From an optimization exercise on the open Yosys and OpenROAD flow, aimed at a short achievable clock period and few clock cycles; shortcuts taken in it are not production practice.
Where RTL was checked, it was by simulation tests only, not by an equivalence proof against the original.
Power figures rest on the tool's default switching activity, not on a simulated workload.

Design wisc_proc, start of the top module:
module wisc_proc (
	input clk,
	input rst,
	output [15:0] imem_addr,
	input [15:0] imem_rdata,
	output [15:0] dmem_addr,
	output [15:0] dmem_wdata,
	output dmem_en,
	output dmem_wr,
	input [15:0] dmem_rdata,
	output halt
	);
==> flow/config.mk <==
export PLATFORM = sky130hd
export DESIGN_NAME = wisc_proc
export DESIGN_NICKNAME = wisc_proc
export VERILOG_FILES = /design/flow/design.v
export SDC_FILE = /design/flow/constraint.sdc
export NUM_CORES = 4
export LEC_CHECK = 0
export CAP_MARGIN = 20
export CORE_MARGIN = 2
export CORE_UTILIZATION = 40
export PLACE_DENSITY = 0.6
export SETUP_SLACK_MARGIN = 5
export SLEW_MARGIN = 20
export SYNTH_HIERARCHICAL = 1
export SYNTH_MINIMUM_KEEP_SIZE = 0
export TNS_END_PERCENT = 100
==> flow/constraint.sdc <==
create_clock -name core_clock -period 10.5 [get_ports {clk}]
set_input_delay 2.1000 -clock core_clock [delete_from_list [all_inputs] [get_ports {clk}]]
set_output_delay 2.1000 -clock core_clock [all_outputs]
set_load 0.01 [all_outputs]
standard.sh (not shown) runs the stock make flow with config.mk's settings and CLKGATE_MAP_FILE= SYNTH_SCRIPT=/design/flow/synth_recipe.tcl, a recipe that flattens the netlist after the stock synthesis.
==> flow/flow/run.sh <==
#!/bin/bash
# Standard layout, with timing repair aimed well below the design's
# clock period (the constraints are unchanged; only the repair target).
set -euo pipefail
MARGIN=${MARGIN:-7.3}
bash standard.sh SETUP_SLACK_MARGIN=$MARGIN TNS_END_PERCENT=100 finish > standard.log 2>&1
Then changed:
--- a/flow/design.v
+++ b/flow/design.v
@@ -160,21 +160,22 @@
 	wire writes = i_alui | i_shi | i_ld | i_stu | i_btr | i_ari | i_shr | i_cmp | i_lbi | i_slbi | i_link;
 	wire [2:0] dst = (i_alui | i_shi | i_ld) ? rt :
 	                 (i_stu | i_lbi | i_slbi) ? rs :
 	                 i_link ? 3'd7 : rdr;
 	wire [15:0] rf_a = rfread(rs, rf0, rf1, rf2, rf3, rf4, rf5, rf6, rf7);
 	wire [15:0] rf_b = rfread(rt, rf0, rf1, rf2, rf3, rf4, rf5, rf6, rf7);
 	reg hit_ea, hit_eb, hit_ma, hit_mb, ldh_a, ldh_b;
 	wire [15:0] fa = hit_ea ? res_e : hit_ma ? dmem_rdata : rf_a;
 	wire [15:0] fb = hit_eb ? res_e : hit_mb ? dmem_rdata : rf_b;
 	wire stall_ld = (use_rs & ldh_a) | (use_rt & ldh_b);
-	wire stall = vd & stall_ld;
+	wire stall_jr = i_jr & ((hit_ea & ~e_fast) | hit_ma);
+	wire stall = vd & (stall_ld | stall_jr);
 	wire zadd_e = ((a_e ^ b_e) == {a_e[14:0] | b_e[14:0], 1'b0});      
 	wire zsub_e = ((~a_e ^ b_e) == {~a_e[14:0] | b_e[14:0], 1'b1});    
 	wire e_zq = s_add | sub_e | s_xor;             
 	wire ze_e = s_add ? zadd_e : sub_e ? zsub_e : eq_e;
 	wire br_late = (hit_ea & ~e_fast & ~(e_zq & ~op[1])) | (~hit_ea & hit_ma);
 	wire [7:0] rz = {rf7 == 16'b0, rf6 == 16'b0, rf5 == 16'b0, rf4 == 16'b0,
 	                 rf3 == 16'b0, rf2 == 16'b0, rf1 == 16'b0, rf0 == 16'b0};
 	wire [7:0] rn = {rf7[15], rf6[15], rf5[15], rf4[15], rf3[15], rf2[15], rf1[15], rf0[15]};
 	wire fe_zero = (fast_e == 16'b0);
 	wire a_zero = hit_ea ? (e_zq ? ze_e : fe_zero) : rz[rs];
@@ -194,33 +195,33 @@
 	wire ae_zero = (a_e == 16'b0);
 	reg btaken_e;
 	always @(*) begin
 		case (bop_e)
 			2'b00: btaken_e = ae_zero;
 			2'b01: btaken_e = ~ae_zero;
 			2'b10: btaken_e = a_e[15];
 			default: btaken_e = ~a_e[15];
 		endcase
 	end
-	reg        jr_e;
-	wire [15:0] jrt_e;
-	ks_add16 u_add_jr (.a(a_e), .b(btgt_e), .cin(1'b0), .s(jrt_e), .cout());
-	wire mis_e = v_e & ((br_e & (btaken_e != bpred_e)) | jr_e);
-	wire [15:0] mis_pc = jr_e ? jrt_e : btaken_e ? btgt_e : bfall_e;
-	wire [15:0] tgt_pc;
+	wire mis_e = v_e & br_e & (btaken_e != bpred_e);
+	wire [15:0] mis_pc = btaken_e ? btgt_e : bfall_e;
+	wire [15:0] tgt_pc, tgt_jr_rf, tgt_jr_e;
 	ks_add16 u_add_pc (.a(pcp2_d), .b(i_j ? sx11 : sx8), .cin(1'b0), .s(tgt_pc), .cout());
+	ks_add16 u_add_jr (.a(rf_a), .b(sx8), .cin(1'b0), .s(tgt_jr_rf), .cout());
+	ks_add16 u_add_je (.a(fast_e), .b(sx8), .cin(1'b0), .s(tgt_jr_e), .cout());
+	wire [15:0] tgt_jr = hit_ea ? tgt_jr_e : tgt_jr_rf;
 	wire br_off = |ir_d[7:0];
 	wire br_now = i_br & br_off & ~br_late;
-	wire redir_t = (br_now & br_taken & ~pred_d) | (i_j & ~pred_d);    
+	wire redir_t = (br_now & br_taken & ~pred_d) | (i_j & ~pred_d) | i_jr;    
 	wire redir_n = br_now & ~br_taken & pred_d;                              
 	wire redirect = vd & ~stall & (redir_t | redir_n);
-	wire [15:0] redir_pc = redir_n ? pcp2_d : tgt_pc;
+	wire [15:0] redir_pc = i_jr ? tgt_jr : redir_n ? pcp2_d : tgt_pc;
 	wire imm_s5 = i_alui & ~op[1] | i_st | i_ld;      
 	wire [15:0] b_d = (i_ari | i_shr | i_cmp) ? fb :
 	                  imm_s5 ? sx5 :
 	                  i_lbi ? sx8 :
 	                  i_slbi ? zx8 :
 	                  i_link ? pcp2_d : zx5;
 	wire [15:0] pcp2_f = pc_f + 16'd2;
 	wire [4:0] fop = imem_rdata[15:11];
 	wire f_j = (fop == OP_J) | (fop == OP_JAL);
 	wire f_bb = (fop[4:2] == 3'b011) & (imem_rdata[7] | fop[0]);
@@ -308,22 +309,21 @@
 		s_andn <= (op == OP_ANDNI) | (i_ari & (fn == 2'b11));
 		s_sh <= i_shi | i_shr;
 		shk_e <= i_shi ? op[1:0] : fn;
 		s_btr <= i_btr;
 		s_cmp <= i_cmp;
 		cmk_e <= op[1:0];
 		s_passb <= i_lbi | i_link;
 		br_e <= i_br & br_off & br_late;
 		bpred_e <= pred_d;
 		bop_e <= op[1:0];
-		btgt_e <= i_jr ? sx8 : tgt_pc;
-		jr_e <= i_jr;
+		btgt_e <= tgt_pc;
 		bfall_e <= pcp2_d;
 		s_slbi <= i_slbi;
 	end
 	always @(posedge clk) begin
 		if (rst) begin
 			en_m <= 1'b0;
 			wr_m_st <= 1'b0;
 			ldv_m <= 1'b0;
 		end else begin
 			en_m <= v_e & (ld_e | st_e);
First-iteration DRC count goes down by 6.3%; maximum frequency rises by 4.4%; design area increases by 6.2%; sequential power grows by about 3%; synthesized area increases by 4.8%; clock skew went down by 0.0064 ns.
Testbench counts after the change, summed over its fixed seeds: cycles 36,225.
For the first run of this note, only the layout was checked, not whether the RTL still works.

[static timing again, ports no longer ideal]
The flow's constraints put no driver on any port. The routed layouts listed below were extracted and timed again, unchanged, in two steps. Step 1 (the two cells are an assumption about what drives the block):
set clk [get_ports {clk}]
set_driving_cell -lib_cell sky130_fd_sc_hd__clkbuf_16 $clk
set_driving_cell -lib_cell sky130_fd_sc_hd__buf_2 [delete_from_list [all_inputs] $clk]
Step 2 times the ports against the registers' clock, not the clock port: input delays grow and output delays shrink by t, the midpoint of the rising clock arrivals with the driver on. Three values: ideal ports, drivers, drivers and shift; two values: the first two.
run | t, ns | setup slack, ns | hold slack, ns | worst setup path after step 2
the first run | 0.632 | 6.544 / 6.547 / 5.915 | 0.324 / 0.324 / 0.324 | input to register
the second run | 0.637 | 6.713 / 6.713 / 6.116 | 0.325 / 0.325 / 0.325 | input to register
After both steps setup and hold are still met in every run listed. For the first run, which loses most, drivers alone change the setup slack by +0.003 ns; drivers and shift together by -0.629 ns.
